What follows belongs to an exercise in optimizing a design on an open flow for small area; a production flow would make more cautious choices.
RTL that was checked went through simulation tests only; none was proved equivalent to the original.
Function not checked in run 3: the RTL went through the layout flow alone.
Power and IR drop assume default switching activity.

==> design.v <==
module fifo_sync(
  clk,
  aresetn,
  data_wr,
  wr_en,
  data_rd,
  rd_en,
  data_count,
  full,
  overflow,
  empty,
  underflow
);
  parameter DATA_W = 8;
  parameter SIZE = 32;
  localparam SIZE_W = $clog2(SIZE) + 1;
  localparam POINTER_W = $clog2(SIZE);
  input clk;
  input aresetn;
  input [DATA_W - 1:0] data_wr;
  input wr_en;
  output reg [DATA_W - 1:0] data_rd;
  input rd_en;
  output reg [SIZE_W - 1:0] data_count;
  output full;
  output reg overflow;
  output empty;
  output reg underflow;
  reg [DATA_W - 1:0] data [0:SIZE - 1];
  reg [POINTER_W - 1:0] head;
  reg [POINTER_W - 1:0] tail;
  assign full = data_count == SIZE;
  assign empty = data_count == 0;
  integer i;
  always@(posedge clk, negedge aresetn) begin
    if(aresetn == 0) begin
      for(i = 0 ; i < SIZE; i = i + 1) begin
        data[i] <= 0;
      end
      data_rd <= 0;
      data_count <= 0;
      overflow <= 0;
      underflow <= 0;
      head <= 0;
      tail <= 0;
    end else begin
      overflow <= 0;
      underflow <= 0;
      if(rd_en == 1) begin
        if(empty == 1) begin
          underflow <= 1;
        end else begin
          data_rd <= data[tail];
          data_count <= data_count - 1;
          tail <= tail + 1;
        end
      end
      if(wr_en == 1) begin
        if(full == 1) begin
          overflow <= 1;
          tail <= tail + 1;
        end else begin
          data_count <= data_count + 1;
        end
        data[head] <= data_wr;
        head <= head + 1;
      end
      if(rd_en == 1 && wr_en == 1 && empty == 0) begin
        data_count <= data_count;
      end
    end
  end
endmodule
==> run.sh <==
#!/bin/bash
# synth_recipe.tcl (not shown) runs the flow's synth.tcl, then flattens the netlist and writes it again
# the make line also repeats each setting of config.mk as NAME=value (left out here)
make -C /OpenROAD-flow-scripts/flow DESIGN_CONFIG=/design/flow/config.mk WORK_HOME=/design/flow/orfs CLKGATE_MAP_FILE= SYNTH_SCRIPT=/design/flow/synth_recipe.tcl finish
==> config.mk <==
export PLATFORM = sky130hd
export DESIGN_NAME = fifo_sync
export DESIGN_NICKNAME = fifo_sync
export VERILOG_FILES = /design/flow/design.v
export SDC_FILE = /design/flow/constraint.sdc
export NUM_CORES = 4
export LEC_CHECK = 0
export CAP_MARGIN = 20
export CORE_MARGIN = 2
export CORE_UTILIZATION = 40
export SLEW_MARGIN = 20
==> constraint.sdc <==
create_clock -name core_clock -period 4.0 [get_ports {clk}]
set_input_delay 0.8000 -clock core_clock [delete_from_list [all_inputs] [get_ports {clk}]]
set_output_delay 0.8000 -clock core_clock [all_outputs]
set_load 0.01 [all_outputs]
==> results of run 1 <==
[Yosys cell counts (6+ instances only)]
cell / instances / share of area
dfrtp_1: 282 / 0.53
mux2_2: 266 / 0.22
nand2_1: 65 / 0.018
clkbuf_1: 45 / 0.013
mux2i_1: 44 / 0.033
o21ai_0: 39 / 0.015
nand3_1: 35 / 0.013
nor2_1: 29 / 0.0081
buf_2: 22 / 0.0082
a21oi_1: 21 / 0.0078
a22oi_1: 17 / 0.0095
ha_1: 15 / 0.014
inv_1: 14 / 0.0039
nand4_1: 12 / 0.0056
nor3_1: 12 / 0.0045
and3_1: 10 / 0.0047
a22o_1: 9 / 0.0059
a32oi_1: 9 / 0.0059
a32o_1: 8 / 0.0060
nor2b_1: 8 / 0.0037
o22ai_1: 8 / 0.0037
buf_4: 7 / 0.0039
a311oi_1: 6 / 0.0039
and2_1: 6 / 0.0028
nand2b_1: 6 / 0.0028
nor4_1: 6 / 0.0028
o2111ai_1: 6 / 0.0039
xnor2_1: 6 / 0.0039
[power groups by stage]
stage / combinational (mW) / sequential, mW / clock (mW)
2_1_floorplan: 3.11 / 4.58 / 0
3_3_place_gp: 4.39 / 4.83 / 0
3_5_place_dp: 4.48 / 4.85 / 0
4_1_cts: 4.49 / 4.81 / 3.03
5_1_grt: 4.85 / 4.98 / 3.15
6_report: 4.54 / 4.84 / 2.98
[cell type report]
cell class                      instances  area (µm²)
Clock buffer                           42         877
Multi-Input combinational cell        709        5960
Sequential cell                       282        7060
Inverter                               15        56.3
Fill cell                            3015       18000
Clock inverter                         15         184
Timing Repair Buffer                   67         613
Tap cell                              448         561
[per-layer routing]
layer	vias to the layer above	wire length, µm
met5	-	0
met4	0	1750
met2	401	17500
met1	4810	18100
met3	97	3040
li1	4041	-
[worst max-delay path: stages, from the launching register on]
cell and delay (ps):
dfrtp_1 450, inv_1 140, ha_1 180, nor4b_1 320, nand2_1 240, inv_1 100
clkdlybuf4s50_1 530
[worst max path at each step]
stage,from,end,slack [ps],depth (start not counted)
after floorplan,tail[3],data_rd[2],1220,14
after global placement,wr_en,data[25][2],1000,5
after detailed placement,wr_en,data[25][7],1000,5
after CTS,data_count[0],full,630,6
after global routing,data_count[1],full,480,6
final,data_count[0],full,680,6
[flip-flops by register name, summed over array words and instances (netlist names)]
| name | count |
|---|---|
| data | 256 |
| underflow | 1 |
| head | 5 |
| data_count | 6 |
| data_rd | 8 |
| overflow | 1 |
| tail | 5 |
[kinds of logic after synthesis]
| family | Yosys count |
|---|---|
| mux | 313 |
| flops | 282 |
| buf+inv | 92 |
| xor+xnor | 7 |
| fa+ha+maj | 15 |
| simple gates | 215 |
| compound gates | 159 |
==> reports/results.tsv, run 1 <==
metric	value	unit
met2_usage	0.345	
maxCapViolations	0	
cellPowerDensity	807	mW/mm²
clk_path_buf_depth	3	
design_power_total	12.4	mW
cts_tree	done	
placed_cells	1521	
ctsResizeCount	0	
status	timing/DRC/antenna clean	
muxShareOfSynthArea	0.259	
drc	0	
n_antenna_cell	0	
rr_endpoint	data_rd[7]	
htreeDepth	1	
synthArstFlopShare	1.00	
synth-adder-area-share	0.0140	
whs	304	ps
place.port_buffers	29	
dpl_cell_area	0.0142	mm²
r2r_start	tail[4]	
cts_setup_buffers	0	
clock_skew	13.7	ps
stdcell_area	0.0153	mm²
met1_usage	0.334	
ir_drop	448	µV
hold_viol	0	
drv_slew	0	
syn_area_per_cell	12.4	µm²
drt-vias-per-instance	5.92	
die_width	187	µm
place_ws	999	ps
seq_area_frac_synth	0.526	
fp.dieH	187	µm
final_antenna_net_count	0	
worst-path-max-fanout	7	
switching_power	4.48	mW
tightest_slew	900	ps
cts.sinks	282	
syn-cell-area	0.0134	mm²
slew_headroom	0.400	
synth_nets	1110	
clk_pin_slew_worst_paths	60	ps
die-area	0.0350	mm²
cp-end-kind	output pin	
final-setup-viol-count	0	
synth_flop_cell	dfrtp_1	
gr-max-usage-layer	met2	
vias	9349	
fin_nets	1133	
synth_compound_area_frac	0.0833	
area_growth	14.1	%
grt_max_degree	106	
clockRootBuffer	clkbuf_16	
fmax	0.301	GHz
first_global_vias	9497	
grt_pass1_wl	61900	µm
gp_congestion	0.895	
crit_type	reg2out	
synth-simple-area-share	0.0834	
drtPass1Iterations	5	
grtUsageMet3	0.0417	
hold_buffers	0	
synth_enable_flop_cells	0	
fin_util	0.460	
period_needed	3320	ps
rrSetupSlack	900	ps
finalCritPeriodShare	0.831	
r2r_cells	7	
arrival	2520	ps
switching_share	0.363	
yosys_register_bits	282	
post_synth_xor_area_fraction	0.00457	
drtIter0Drc	905	
core	0.0333	mm²
wl_per_cell	25.6	µm
synth_cell_types	66	
p_clk_frac	0.241	
cts_buffers	31	
core.rowCount	67	
dpl.hpwl	26300	µm
instances_no_fill	1578	
fin_ws	677	ps
final_cell_mix	dfrtp_1 (279), mux2_2 (266), nand2_1 (65), mux2i_1 (44), o21ai_0 (39)	
ios	30	
clock_latency	570	ps
min-delay-path-class	in2async	
synth_top_family_by_area	multiplexers	
p_int	7.87	mW
comb_power_share	0.367	
start_util	0.403	
antenna_found_initial	0	
rsz0062_at_grt	false	
fin_tns_setup	0	ps
grt-ovfl-total	0	
critPathRequiredTime	3200	ps
drive_gt1_frac	0.328	
power_frac_seq	0.391	
synth_warnings	2	
final_common_cell	dfrtp_1	
groute.usage.overall	0.232	
leakage	6.92	nW
cp-start-kind	flop	
synthCells	1083	
drt-total-wl	40400	µm
==> run 2, diff against run 1 <==
==> design.v (replaced) <==
module fifo_sync(
  clk,
  aresetn,
  data_wr,
  wr_en,
  data_rd,
  rd_en,
  data_count,
  full,
  overflow,
  empty,
  underflow
);
  input clk;
  input aresetn;
  input [7:0] data_wr;
  input wr_en;
  output reg [7:0] data_rd;
  input rd_en;
  output reg [5:0] data_count;
  output full;
  output reg overflow;
  output empty;
  output reg underflow;
  reg [7:0] sr [0:31];
  assign full = data_count[5];
  assign empty = data_count == 6'd0;
  wire rd_ok = rd_en & ~empty;
  integer i;
  always @(posedge clk) begin
    if (wr_en) begin
      sr[0] <= data_wr;
      for (i = 1; i < 32; i = i + 1)
        sr[i] <= sr[i - 1];
    end
  end
  reg [7:0] rd_next;
  always @(*) begin
    rd_next = rd_ok ? 8'd0 : data_rd;
    for (i = 0; i < 32; i = i + 1)
      if (rd_en && data_count == i + 1)
        rd_next = rd_next | sr[i];
  end
  always @(posedge clk, negedge aresetn) begin
    if (!aresetn) begin
      data_rd <= 8'd0;
      data_count <= 6'd0;
      overflow <= 1'b0;
      underflow <= 1'b0;
    end else begin
      overflow <= wr_en & full;
      underflow <= rd_en & empty;
      data_rd <= rd_next;
      if (wr_en & ~full & ~rd_ok)
        data_count <= data_count + 6'd1;
      else if (rd_ok & ~wr_en)
        data_count <= data_count - 6'd1;
    end
  end
endmodule
==> reports/results.tsv, run 2 <==
metric	value	unit
status	timing/DRC/antenna clean	
fin_tns_setup	0	ps
cts.sinks	272	
first_global_vias	6692	
comb_power_share	0.220	
place.port_buffers	29	
critPathRequiredTime	3200	ps
core	0.0261	mm²
switching_power	2.38	mW
worst-path-max-fanout	8	
drc	0	
synthCells	664	
die-area	0.0278	mm²
design_power_total	7.72	mW
drt-total-wl	28200	µm
multiInputGateArea	0.00236	mm²
path_cells	inv_1 -> ha_2 -> or4b_2 -> nor2_1 -> clkdlybuf4s50_1	
final_cell_mix	edfxtp_1 (256), nand3_1 (93), nand4_1 (33), a32oi_1 (31)	
r2r_start	data_count[1]	
start_util	0.407	
min-delay-path-class	reg2reg	
grt-ovfl-total	0	
finalCritPeriodShare	0.959	
whs_endpoint	sr[22][5]	
vias	6662	
syn_area_per_cell	16.0	µm²
synthTopCellsByArea	edfxtp_1 (72%), nand3_1 (4.4%), dfrtp_1 (3.8%), a32oi_1 (2.6%), nand4_1 (1.9%)	
die_width	167	µm
drtPass1Iterations	6	
drv_slew	0	
period_needed	3830	ps
groute.usage.overall	0.197	
cp_top_family	simple AND/OR/NAND/NOR gates	
leakage	4.21	nW
n_antenna_cell	0	
hold_start	sr[21][5]	
synth_largest_area_cell	edfxtp_1	
synth_commonest_cells	edfxtp_1 (256), nand3_1 (93), nand4_1 (33)	
seqCellArea	0.00809	mm²
synth_warnings	2	
wl_per_cell	26.6	µm
maxCapViolations	0	
drtIter0Drc	895	
fmax	0.261	GHz
top_regs	sr (256), data_rd (8), data_count (6)	
grt_max_degree	131	
fp.dieH	167	µm
synth-adder-area-share	0.00590	
synth_cell_types	58	
rrSetupSlack	910	ps
cp-end-kind	output pin	
dpl_cell_area	0.0114	mm²
seq_area_frac_synth	0.762	
hold_viol	0	
rr_endpoint	data_rd[3]	
clock_latency	550	ps
dpl.hpwl	17600	µm
critPathBufInv	2	
clockRootBuffer	clkbuf_16	
arrival	3030	ps
largest_reg_flops	256	
synth_nets	681	
filler_cell_count	2247	
final-setup-viol-count	0	
rsz0062_at_grt	false	
antenna_found_initial	0	
clk_pin_slew_worst_paths	60	ps
synthArstFlopShare	0.0588	
post_synth_xor_area_fraction	0.00330	
gp_congestion	0.981	
drt-vias-per-instance	6.30	
cp-start-kind	flop	
power_frac_seq	0.467	
synth_top_area_frac	0.725	
fin_nets	719	
clk_path_buf_depth	3	
slowest_stage	or4b_2	
p_int	5.33	mW
switching_share	0.309	
syn-cell-area	0.0106	mm²
htreeDepth	1	
synth_top_family_by_area	simple AND/OR/NAND/NOR gates	
yosys_register_bits	272	
area_growth	15.2	%
core.rowCount	59	
tightest_slew	1030	ps
final_antenna_net_count	0	
crit_start	data_count[0]	
ios	30	
cellPowerDensity	631	mW/mm²
yosysMostFrequentCell	edfxtp_1	
synth_flop_cell	edfxtp_1	
synth_compound_area_frac	0.0709	
p_clk_frac	0.313	
r2r_cells	7	
cts_tree	done	
ir_drop	395	µV
crit_type	reg2out	
cts_setup_buffers	0	
clock_skew	20.5	ps
slew_headroom	0.308	
synth_enable_flop_cells	256	
grt_pass1_wl	42200	µm
largest_register	sr	
muxShareOfSynthArea	0.0169	
stdcell_area	0.0122	mm²
final_common_cell	edfxtp_1	
holdPathStages	0	
critPathMaxStageDelay	710	ps
drive_gt1_frac	0.109	
synth-simple-area-share	0.120	
cts_buffers	28	
## run 2: cell count changes in the layout (fill, tap and decap cells not counted), moves of 12 or more
cell	delta
a32oi_1	+22
nor2_1	-27
mux2_2	-259
mux2i_1	-34
nand3_1	+58
nand4_1	+21
o21ai_0	-34
dfrtp_1	-263
a21oi_1	-15
buf_4	-12
edfxtp_1	+256
and3_1	+12
nand2_1	-45
## run 2: power groups by stage
stage	clock (mW)	sequential [mW]	combinational [mW]
global route	2.57	3.63	1.79
CTS	2.45	3.60	1.67
global placement	0	3.65	1.66
detailed placement	0	3.66	1.66
floorplan	0	3.57	0.899
finish	2.41	3.60	1.70
## run 2: timing repair
| item | CTS | global route |
|---|---|---|
| endpoints found under the setup margin | 0 | 1 |
| gates resized for setup | 0 | 1 |
| hold endpoints to repair | 0 | 0 |
| hold buffers | 0 | 0 |
## run 2: cells by family (layout without fill, tap and decap cells)
family                   count (synthesis)  in the layout
multiplexers                            17             17
XOR/XNOR                                 4              4
adder cells (fa/ha/maj)                  5              5
flip-flops                             272            272
buffers and inverters                   50            109
AO/OA/AOI/OAI                           94             94
AND/OR/NAND/NOR                        222            222
## run 2: layer usage
metal,share of wire,vias up,GRT usage
li1,-,2785,-
met1,0.42,3384,0.284
met2,0.46,426,0.303
met3,0.091,67,0.0394
met4,0.032,0,0.0641
met5,0,-,0
## run 2: final cells by class
type,count,area share
inverter,4,0.00123
sequential,272,0.661
timing repair buffer,54,0.0415
multi-input combinational,342,0.193
clock inverter,11,0.00727
clock buffer,40,0.0610
tap,335,0.0343
## run 2: worst max path at each step
stage / end / slack, ps / depth (start not counted)
final: empty / 170 / 5
after global routing: empty / 40 / 5
after CTS: empty / 20 / 5
after detailed placement: data_rd[3] / 540 / 6
after global placement: empty / 580 / 5
after floorplan: empty / 1390 / 5
## run 2: per-stage QoR
step	hold WS, ps	setup slack (ps)	utilization	instances
after floorplan	417	1390	-	664
after global placement	426	584	0.437	1007
after detailed placement	434	544	0.437	1007
after CTS	437	20.4	0.469	1058
after global routing	449	38.4	0.469	1058
final	439	166	0.469	1058
==> run 3, diff against run 2 <==
--- a/design.v
+++ b/design.v
@@ -36,9 +36,41 @@
   end
-  reg [7:0] rd_next;
-  always @(*) begin
-    rd_next = rd_ok ? 8'd0 : data_rd;
-    for (i = 0; i < 32; i = i + 1)
-      if (rd_en && data_count == i + 1)
-        rd_next = rd_next | sr[i];
-  end
+  wire [3:0] lo_n;
+  wire [7:0] hi_n;
+  wire [32:0] sel;
+  genvar g, j;
+  generate
+    for (j = 0; j < 4; j = j + 1) begin : g_lo
+      fifo_nand3 u_lo(.a(rd_en), .b(data_count[1] == j[1]), .c(data_count[0] == j[0]), .y(lo_n[j]));
+    end
+    for (g = 0; g < 8; g = g + 1) begin : g_hi
+      fifo_nand4 u_hi(.a(~data_count[5]), .b(data_count[4] == g[2]), .c(data_count[3] == g[1]),
+                      .d(data_count[2] == g[0]), .y(hi_n[g]));
+    end
+    for (g = 0; g < 31; g = g + 1) begin : g_sel
+      fifo_nor2 u_sel(.a(hi_n[(g + 1) >> 2]), .b(lo_n[(g + 1) & 3]), .y(sel[g]));
+    end
+  endgenerate
+  assign sel[31] = rd_en & data_count[5];
+  assign sel[32] = ~rd_ok;
+  wire [7:0] rd_next;
+  genvar b, k;
+  generate
+    for (b = 0; b < 8; b = b + 1) begin : g_bit
+      wire [32:0] d;
+      wire [10:0] t;
+      wire [2:0] u;
+      for (k = 0; k < 32; k = k + 1) begin : g_d
+        assign d[k] = sr[k][b];
+      end
+      assign d[32] = data_rd[b];
+      for (k = 0; k < 11; k = k + 1) begin : g_aoi
+        fifo_aoi222 u_aoi(.a1(sel[3 * k]), .a2(d[3 * k]), .b1(sel[3 * k + 1]), .b2(d[3 * k + 1]),
+                          .c1(sel[3 * k + 2]), .c2(d[3 * k + 2]), .y(t[k]));
+      end
+      fifo_nand4 u_n0(.a(t[0]), .b(t[1]), .c(t[2]), .d(t[3]), .y(u[0]));
+      fifo_nand4 u_n1(.a(t[4]), .b(t[5]), .c(t[6]), .d(t[7]), .y(u[1]));
+      fifo_nand3 u_n2(.a(t[8]), .b(t[9]), .c(t[10]), .y(u[2]));
+      fifo_or3 u_or(.a(u[0]), .b(u[1]), .c(u[2]), .y(rd_next[b]));
+    end
+  endgenerate
   always @(posedge clk, negedge aresetn) begin
@@ -60 +92,26 @@
 endmodule
+module fifo_aoi222(a1, a2, b1, b2, c1, c2, y);
+  input a1, a2, b1, b2, c1, c2;
+  output y;
+  assign y = ~((a1 & a2) | (b1 & b2) | (c1 & c2));
+endmodule
+module fifo_nand4(a, b, c, d, y);
+  input a, b, c, d;
+  output y;
+  assign y = ~(a & b & c & d);
+endmodule
+module fifo_nand3(a, b, c, y);
+  input a, b, c;
+  output y;
+  assign y = ~(a & b & c);
+endmodule
+module fifo_nor2(a, b, y);
+  input a, b;
+  output y;
+  assign y = ~(a | b);
+endmodule
+module fifo_or3(a, b, c, y);
+  input a, b, c;
+  output y;
+  assign y = a | b | c;
+endmodule
--- a/config.mk
+++ b/config.mk
@@ -11 +11,2 @@
 export SLEW_MARGIN = 20
+export SYNTH_HIERARCHICAL = 1
==> reports/results.tsv, run 3 <==
metric	value	unit
status	timing/DRC/antenna clean	
cp-end-kind	flop	
synth_top_area_frac	0.789	
n_antenna_cell	0	
switching_power	1.64	mW
finalCritPeriodShare	0.865	
syn_area_per_cell	20.0	µm²
top_regs	sr (256), data_rd (8), data_count (6)	
die-area	0.0256	mm²
drc	0	
core.rowCount	57	
synth_enable_flop_cells	256	
ctsResizeCount	0	
synth_nets	503	
tightest_slew	1010	ps
largest_reg_flops	256	
synth_largest_area_cell	edfxtp_1	
vias	5183	
clk_path_buf_depth	3	
cts_tree	done	
gp_congestion	0.802	
arrival	3850	ps
drt-total-wl	18900	µm
hold_buffers	0	
p_int	5.00	mW
comb_power_share	0.112	
grt_pass1_wl	29900	µm
filler_cell_count	2072	
antenna_found_initial	1	
switching_share	0.247	
hold_viol	0	
clockRootBuffer	clkbuf_16	
drtPass1Iterations	6	
rsz0062_at_grt	false	
cts.sinks	272	
final_antenna_net_count	0	
grt_max_degree	81	
drive_gt1_frac	0.0841	
synthTopCellsByArea	edfxtp_1 (79%), a222oi_1 (9.0%), dfrtp_1 (4.1%), nand4_1 (1.5%), nor2_1 (1.3%)	
final-setup-viol-count	0	
final_common_cell	edfxtp_1	
dpl.hpwl	12400	µm
start_util	0.404	
final_cell_mix	edfxtp_1 (256), a222oi_1 (88), nor2_1 (33), clkdlybuf4s50_1 (28), clkbuf_16 (27)	
synth_cell_types	27	
synthArstFlopShare	0.0588	
period_needed	3460	ps
design_power_total	6.64	mW
cp-start-kind	flop	
worst-path-max-fanout	13	
synth_commonest_cells	edfxtp_1 (256), a222oi_1 (88), nor2_1 (33)	
clock_skew	10.9	ps
hold_start	sr[13][7]	
area_growth	15.1	%
drtIter0Drc	903	
grt-ovfl-total	0	
clk_pin_slew_worst_paths	60	ps
fin_nets	555	
yosysMostFrequentCell	edfxtp_1	
critPathMostFrequentCell	a211oi_1	
drt-vias-per-instance	5.87	
min-delay-path-class	reg2reg	
crit_start	data_count[1]	
fmax	0.289	GHz
leakage	3.69	nW
groute.usage.overall	0.146	
first_global_vias	5196	
wl_per_cell	21.4	µm
synth_flop_cell	edfxtp_1	
seq_area_frac_synth	0.830	
largest_register	sr	
cellPowerDensity	592	mW/mm²
htreeDepth	1	
slowest_stage	or4_4	
place.port_buffers	29	
r2r_start	data_count[1]	
critPathMaxStageDelay	600	ps
fp.dieH	160	µm
ios	30	
synthCells	486	
path_cells	or4_4 -> o31ai_4 -> nand3_1 -> ha_1 -> a211oi_1 -> o21ai_0 -> a2111oi_0 -> a211oi_1	
maxCapViolations	0	
cts_buffers	27	
power_frac_seq	0.537	
clock_latency	530	ps
ir_drop	445	µV
critPathRequiredTime	4390	ps
crit_type	reg2reg	
synth_warnings	8	
syn-cell-area	0.00974	mm²
slew_headroom	0.326	
yosys_register_bits	272	
fin_tns_setup	0	ps
p_clk_frac	0.351	
core	0.0241	mm²
cts_setup_buffers	0	
drv_slew	0	
die_width	160	µm
run 3: worst paths after layout:
kind	to	cells past startpoint	slack, ps
min in group asynchronous	data_count[1]	1	790
min reg2reg	sr[14][7]	0	450
min	sr[14][7]	0	450
max reg2reg	data_count[5]	8	540
max in group asynchronous	data_rd[4]	1	2650
max	data_count[5]	8	540
run 3: kinds of logic after synthesis:
kind of cell             after synthesis  share of synthesized area
flip-flops                           272                      0.830
AO/OA/AOI/OAI                        100                      0.100
buffers and inverters                 15                    0.00925
adder cells (fa/ha/maj)                5                    0.00719
XOR/XNOR                               4                    0.00360
multiplexers                           5                    0.00527
AND/OR/NAND/NOR                       85                     0.0446
run 3: metal layers:
layer | vias up | wire [µm] | GRT usage
li1 | 2285 | - | -
met1 | 2660 | 8570 | 0.213
met2 | 202 | 8850 | 0.228
met3 | 36 | 1140 | 0.0278
met4 | 0 | 373 | 0.0360
met5 | - | 0 | 0
run 3: area by class of cell:
type | count | area, µm² | area share
multi-input combinational | 199 | 1570 | 0.140
timing repair buffer | 32 | 318 | 0.0283
clock inverter | 20 | 131 | 0.0117
tap | 324 | 405 | 0.0361
sequential | 272 | 8090 | 0.721
inverter | 6 | 22.5 | 0.00201
clock buffer | 30 | 687 | 0.0612
run 3: worst max-delay path: cells and delay by family, from the launching register on:
kind	cells	cell delay, ps
AO/OA/AOI/OAI	5	1510
adder cells (fa/ha/maj)	1	390
flip-flops	1	480
AND/OR/NAND/NOR	2	940
run 3: through the flow:
| step | instances | area [µm²] | setup WS [ps] | hold slack (ps) | utilization |
|---|---|---|---|---|---|
| floorplan | 486 | 9740 | 1040 | 425 | - |
| global placement | 833 | 10400 | 667 | 428 | 0.431 |
| detailed placement | 833 | 10400 | 561 | 431 | 0.431 |
| CTS | 883 | 11200 | 549 | 447 | 0.465 |
| global route | 883 | 11200 | 333 | 450 | 0.465 |
| finish | 883 | 11200 | 540 | 447 | 0.465 |
run 3: Yosys stat by module, one instance, submodules excluded:
module / flops+latches / cells
fifo_sync: 272 / 323
fifo_nand4: 0 / 1
fifo_or3: 0 / 1
fifo_nand3: 0 / 1
fifo_aoi222: 0 / 1
fifo_nor2: 0 / 1
run 3: power groups by stage:
stage | logic, mW | clock network (mW) | registers, mW
4_1_cts | 0.743 | 2.39 | 3.56
6_report | 0.746 | 2.33 | 3.57
2_1_floorplan | 0.432 | 0 | 3.56
3_5_place_dp | 0.737 | 0 | 3.62
5_1_grt | 0.808 | 2.50 | 3.60
3_3_place_gp | 0.720 | 0 | 3.60
==> run 4, diff against run 3 <==
--- a/design.v
+++ b/design.v
@@ -26,11 +26,34 @@
   assign full = data_count[5];
-  assign empty = data_count == 6'd0;
+  wire [5:0] cnt_ones;
+  wire [6:0] cnt_zero;
+  assign cnt_ones[0] = 1'b1;
+  assign cnt_zero[0] = 1'b1;
+  genvar c;
+  generate
+    for (c = 1; c < 6; c = c + 1) begin : g_chain
+      assign cnt_ones[c] = cnt_ones[c - 1] & data_count[c - 1];
+      assign cnt_zero[c] = cnt_zero[c - 1] & ~data_count[c - 1];
+    end
+  endgenerate
+  assign cnt_zero[6] = cnt_zero[5] & ~data_count[5];
+  assign empty = cnt_zero[6];
   wire rd_ok = rd_en & ~empty;
+  wire cnt_up = wr_en & ~full & ~rd_ok;
+  wire cnt_dn = rd_ok & ~wr_en;
+  wire [5:0] cnt_toggle = ({6{cnt_up}} & cnt_ones) | ({6{cnt_dn}} & cnt_zero[5:0]);
+  wire wr_hold = ~wr_en;
+  wire [7:0] sr_d [0:31];
+  genvar e, f;
+  generate
+    for (e = 0; e < 32; e = e + 1) begin : g_ent
+      for (f = 0; f < 8; f = f + 1) begin : g_fb
+        fifo_ao22 u_d(.a1(wr_en), .a2(e == 0 ? data_wr[f] : sr[e == 0 ? 0 : e - 1][f]),
+                      .b1(wr_hold), .b2(sr[e][f]), .y(sr_d[e][f]));
+      end
+    end
+  endgenerate
   integer i;
   always @(posedge clk) begin
-    if (wr_en) begin
-      sr[0] <= data_wr;
-      for (i = 1; i < 32; i = i + 1)
-        sr[i] <= sr[i - 1];
-    end
+    for (i = 0; i < 32; i = i + 1)
+      sr[i] <= sr_d[i];
   end
@@ -85,6 +108,3 @@
       data_rd <= rd_next;
-      if (wr_en & ~full & ~rd_ok)
-        data_count <= data_count + 6'd1;
-      else if (rd_ok & ~wr_en)
-        data_count <= data_count - 6'd1;
+      data_count <= data_count ^ cnt_toggle;
     end
@@ -117 +137,6 @@
 endmodule
+module fifo_ao22(a1, a2, b1, b2, y);
+  input a1, a2, b1, b2;
+  output y;
+  assign y = (a1 & a2) | (b1 & b2);
+endmodule
==> flow/run.sh (new file) <==
#!/bin/bash
# Standard ORFS layout (standard.sh, synthesis unchanged) with two changes:
#  - ports are buffered with buf_1 instead of the default buffer cell;
#  - CTS uses clkbuf_8 with sink clusters of 16 and no dummy loads.
set -euo pipefail
bash standard.sh \
  "BUFFER_PORTS_ARGS=-buffer_cell sky130_fd_sc_hd__buf_1" \
  "CTS_ARGS=-sink_clustering_enable -repair_clock_nets -dont_use_dummy_load -buf_list sky130_fd_sc_hd__clkbuf_8 -sink_clustering_size 16 -sink_clustering_max_diameter 60" \
  finish > standard_make.log 2>&1
==> standard.sh (new file) <==
#!/bin/bash
# synth_recipe.tcl (not shown) runs the flow's synth.tcl, then flattens the netlist and writes it again
# the make line also repeats each setting of config.mk as NAME=value (left out here)
make -C /OpenROAD-flow-scripts/flow DESIGN_CONFIG=/design/flow/config.mk WORK_HOME=/design/flow/orfs CLKGATE_MAP_FILE= SYNTH_SCRIPT=/design/flow/synth_recipe.tcl "${@:-finish}"
removed: run.sh
==> reports/results.tsv, run 4 <==
metric	value	unit
cts_tree	done	
yosys_register_bits	272	
core.rowCount	56	
finalCritPeriodShare	0.677	
drc	0	
fin_nets	801	
tightest_slew	975	ps
synth_cell_types	31	
drive_gt1_frac	0.0470	
seq_area_frac_synth	0.588	
critPathMaxStageDelay	610	ps
synth_warnings	9	
switching_power	1.48	mW
power_frac_seq	0.653	
synthCells	744	
n_antenna_cell	0	
vias	7113	
drt-vias-per-instance	6.43	
maxCapViolations	0	
arrival	3110	ps
ctsResizeCount	0	
top_regs	sr (256), data_rd (8), data_count (6)	
clk_path_buf_depth	3	
worst-path-max-fanout	10	
drtIter0Drc	1218	
synthArstFlopShare	0.0588	
largest_register	sr	
p_int	3.93	mW
crit_type	reg2reg	
ir_drop	279	µV
htreeDepth	1	
synth_nets	756	
cellPowerDensity	532	mW/mm²
area_growth	8.30	%
drv_slew	0	
core	0.0233	mm²
place.port_buffers	29	
clockRootBuffer	clkbuf_8	
clock_latency	530	ps
crit_start	data_count[1]	
fin_tns_setup	0	ps
design_power_total	5.41	mW
cts_setup_buffers	0	
r2r_start	data_count[1]	
synthTopCellsByArea	dfxtp_1 (55%), a22o_1 (24%), a222oi_1 (9.4%), dfrtp_1 (4.3%), nand4_1 (1.7%)	
critPathRequiredTime	4400	ps
ios	30	
cp-start-kind	flop	
cp-end-kind	flop	
rsz0062_at_grt	false	
drt-total-wl	23300	µm
largest_reg_flops	256	
first_global_vias	6645	
grt_pass1_wl	36500	µm
status	timing/DRC/antenna clean	
switching_share	0.274	
whs	196	ps
clock_skew	25.6	ps
cts.sinks	272	
filler_cell_count	2242	
slowest_stage	dfrtp_1	
p_clk_frac	0.231	
syn-cell-area	0.00940	mm²
synth_enable_flop_cells	0	
hold_viol	0	
leakage	3.83	nW
grt-ovfl-total	0	
syn_area_per_cell	12.6	µm²
fp.dieH	157	µm
min-delay-path-class	in2async	
final-setup-viol-count	0	
synth_commonest_cells	a22o_1 (256), dfxtp_1 (256), a222oi_1 (88)	
groute.usage.overall	0.182	
fmax	0.369	GHz
dpl.hpwl	14700	µm
synth_top_area_frac	0.545	
path_cells	inv_1 -> nand3_1 -> nor2_1 -> a222oi_1 -> nand4_1 -> or3_1	
die-area	0.0247	mm²
synth_flop_cell	dfxtp_1	
start_util	0.404	
cts_buffers	20	
grt_max_degree	196	
slew_headroom	0.348	
clk_pin_slew_worst_paths	100	ps
gp_congestion	0.827	
die_width	157	µm
drtPass1Iterations	6	
comb_power_share	0.116	
wl_per_cell	21.1	µm
period_needed	2710	ps
antenna_found_initial	0	
final_cell_mix	a22o_1 (256), dfxtp_1 (256), a222oi_1 (88), nor2_1 (33), buf_1 (27)	
final_antenna_net_count	0	
hold_buffers	0	
synth_largest_area_cell	dfxtp_1	
==> run 4: cell types whose count changed after synthesis, sizes merged, moves of 3 or more <==
| cell | before | now |
|---|---|---|
| a22o | 0 | 256 |
| dfxtp | 0 | 256 |
| edfxtp | 256 | 0 |
| ha | 4 | 0 |
| mux2i | 4 | 0 |
| a21o | 3 | 0 |
| a22oi | 0 | 3 |
==> run 4: kinds of logic after synthesis <==
kind of cell / Yosys count / synth area share
xor+xnor: 4 / 0.00373
compound gates: 357 / 0.342
buf+inv: 19 / 0.0124
simple gates: 92 / 0.0544
flops: 272 / 0.588
==> run 4: critical path, delay by kind of cell (launching register included) <==
family | cells | cell delay (ps)
compound gates | 1 | 520
buf+inv | 1 | 140
flops | 1 | 610
simple gates | 4 | 1310
==> run 4: power groups by stage <==
stage	registers, mW	logic [mW]	clock network [mW]
after floorplan	3.46	0.506	0
after global placement	3.57	0.595	0
after detailed placement	3.58	0.624	0
after CTS	3.53	0.627	1.30
after global routing	3.59	0.689	1.40
final	3.54	0.627	1.25
==> run 4: final cells by class <==
| class | count | area, µm² | share of cell area |
|---|---|---|---|
| sequential | 272 | 5530 | 0.543 |
| inverter | 8 | 33.8 | 0.00332 |
| tap | 319 | 399 | 0.0392 |
| clock buffer | 20 | 275 | 0.0270 |
| timing repair buffer | 34 | 189 | 0.0186 |
| multi-input combinational | 453 | 3760 | 0.369 |
==> run 4: final timing paths <==
kind	end	slack [ps]	depth (start not counted)
max	data_rd[6]	1290	6
min in group core_clock	sr[0][0]	480	2
max reg2reg	data_rd[6]	1290	6
min	overflow	200	1
min reg2reg	sr[31][6]	490	1
max in group asynchronous	data_rd[1]	3470	1
==> run 4: per-module statistics from Yosys, one instance, submodules excluded <==
module | copies in the design | cell area, µm²
fifo_sync | 1 | 5900
fifo_aoi222 | 88 | 10.0
fifo_ao22 | 256 | 8.76
fifo_nand4 | 24 | 6.26
fifo_or3 | 8 | 6.26
fifo_nand3 | 12 | 5.00
fifo_nor2 | 31 | 3.75
==> run 4: metrics by stage <==
stage               utilization  instances  cell area (µm²)  worst slack (ps)
floorplan                     -        744             9410               343
global placement          0.426       1086             9910               981
detailed placement        0.426       1086             9910               936
CTS                       0.438       1106            10200              1300
global route              0.438       1106            10200              1150
finish                    0.438       1106            10200              1290
==> run 4: layer usage <==
metal  GRT usage  share of wire
met2       0.285           0.45
met4      0.0398          0.017
met5           0              0
met1       0.266           0.48
met3      0.0267          0.056

[port drivers added, routing unchanged]
The results above use ideal ports. As a check the final layouts listed here were re-extracted and re-timed, cells and wires unchanged. Step 1 (the two cells are an assumption about what drives the block):
set clk [get_ports {clk}]
set_driving_cell -lib_cell sky130_fd_sc_hd__clkbuf_16 $clk
set_driving_cell -lib_cell sky130_fd_sc_hd__buf_2 [delete_from_list [all_inputs] $clk]
Step 2 moves the port delays by t, midway between the first and last clock arrival at a register: inputs arrive t later, outputs are due t later. That takes back most of the time a late clock gives input paths. a / b / c = no drivers / after step 1 / after step 2; a / b = the first two.
run	t (ns)	setup WS [ns]	hold WS [ns]	latest minus earliest clock arrival (ns)
run 1	0.608	0.677 / 0.633 / 0.827	0.304 / 0.309 / 0.479	0.016 / 0.016
run 2	0.585	0.166 / 0.120 / 0.447	0.439 / 0.439 / 0.439	0.022 / 0.022
run 3	0.564	0.540 / 0.540 / 0.528	0.447 / 0.447 / 0.447	0.014 / 0.013
run 4	0.555	1.292 / 1.292 / 0.862	0.196 / 0.181 / 0.486	0.027 / 0.027
After both steps every run listed still meets setup and hold. For run 4, which loses most, drivers alone change the setup slack by 0.000 ns; drivers and shift together by -0.430 ns.
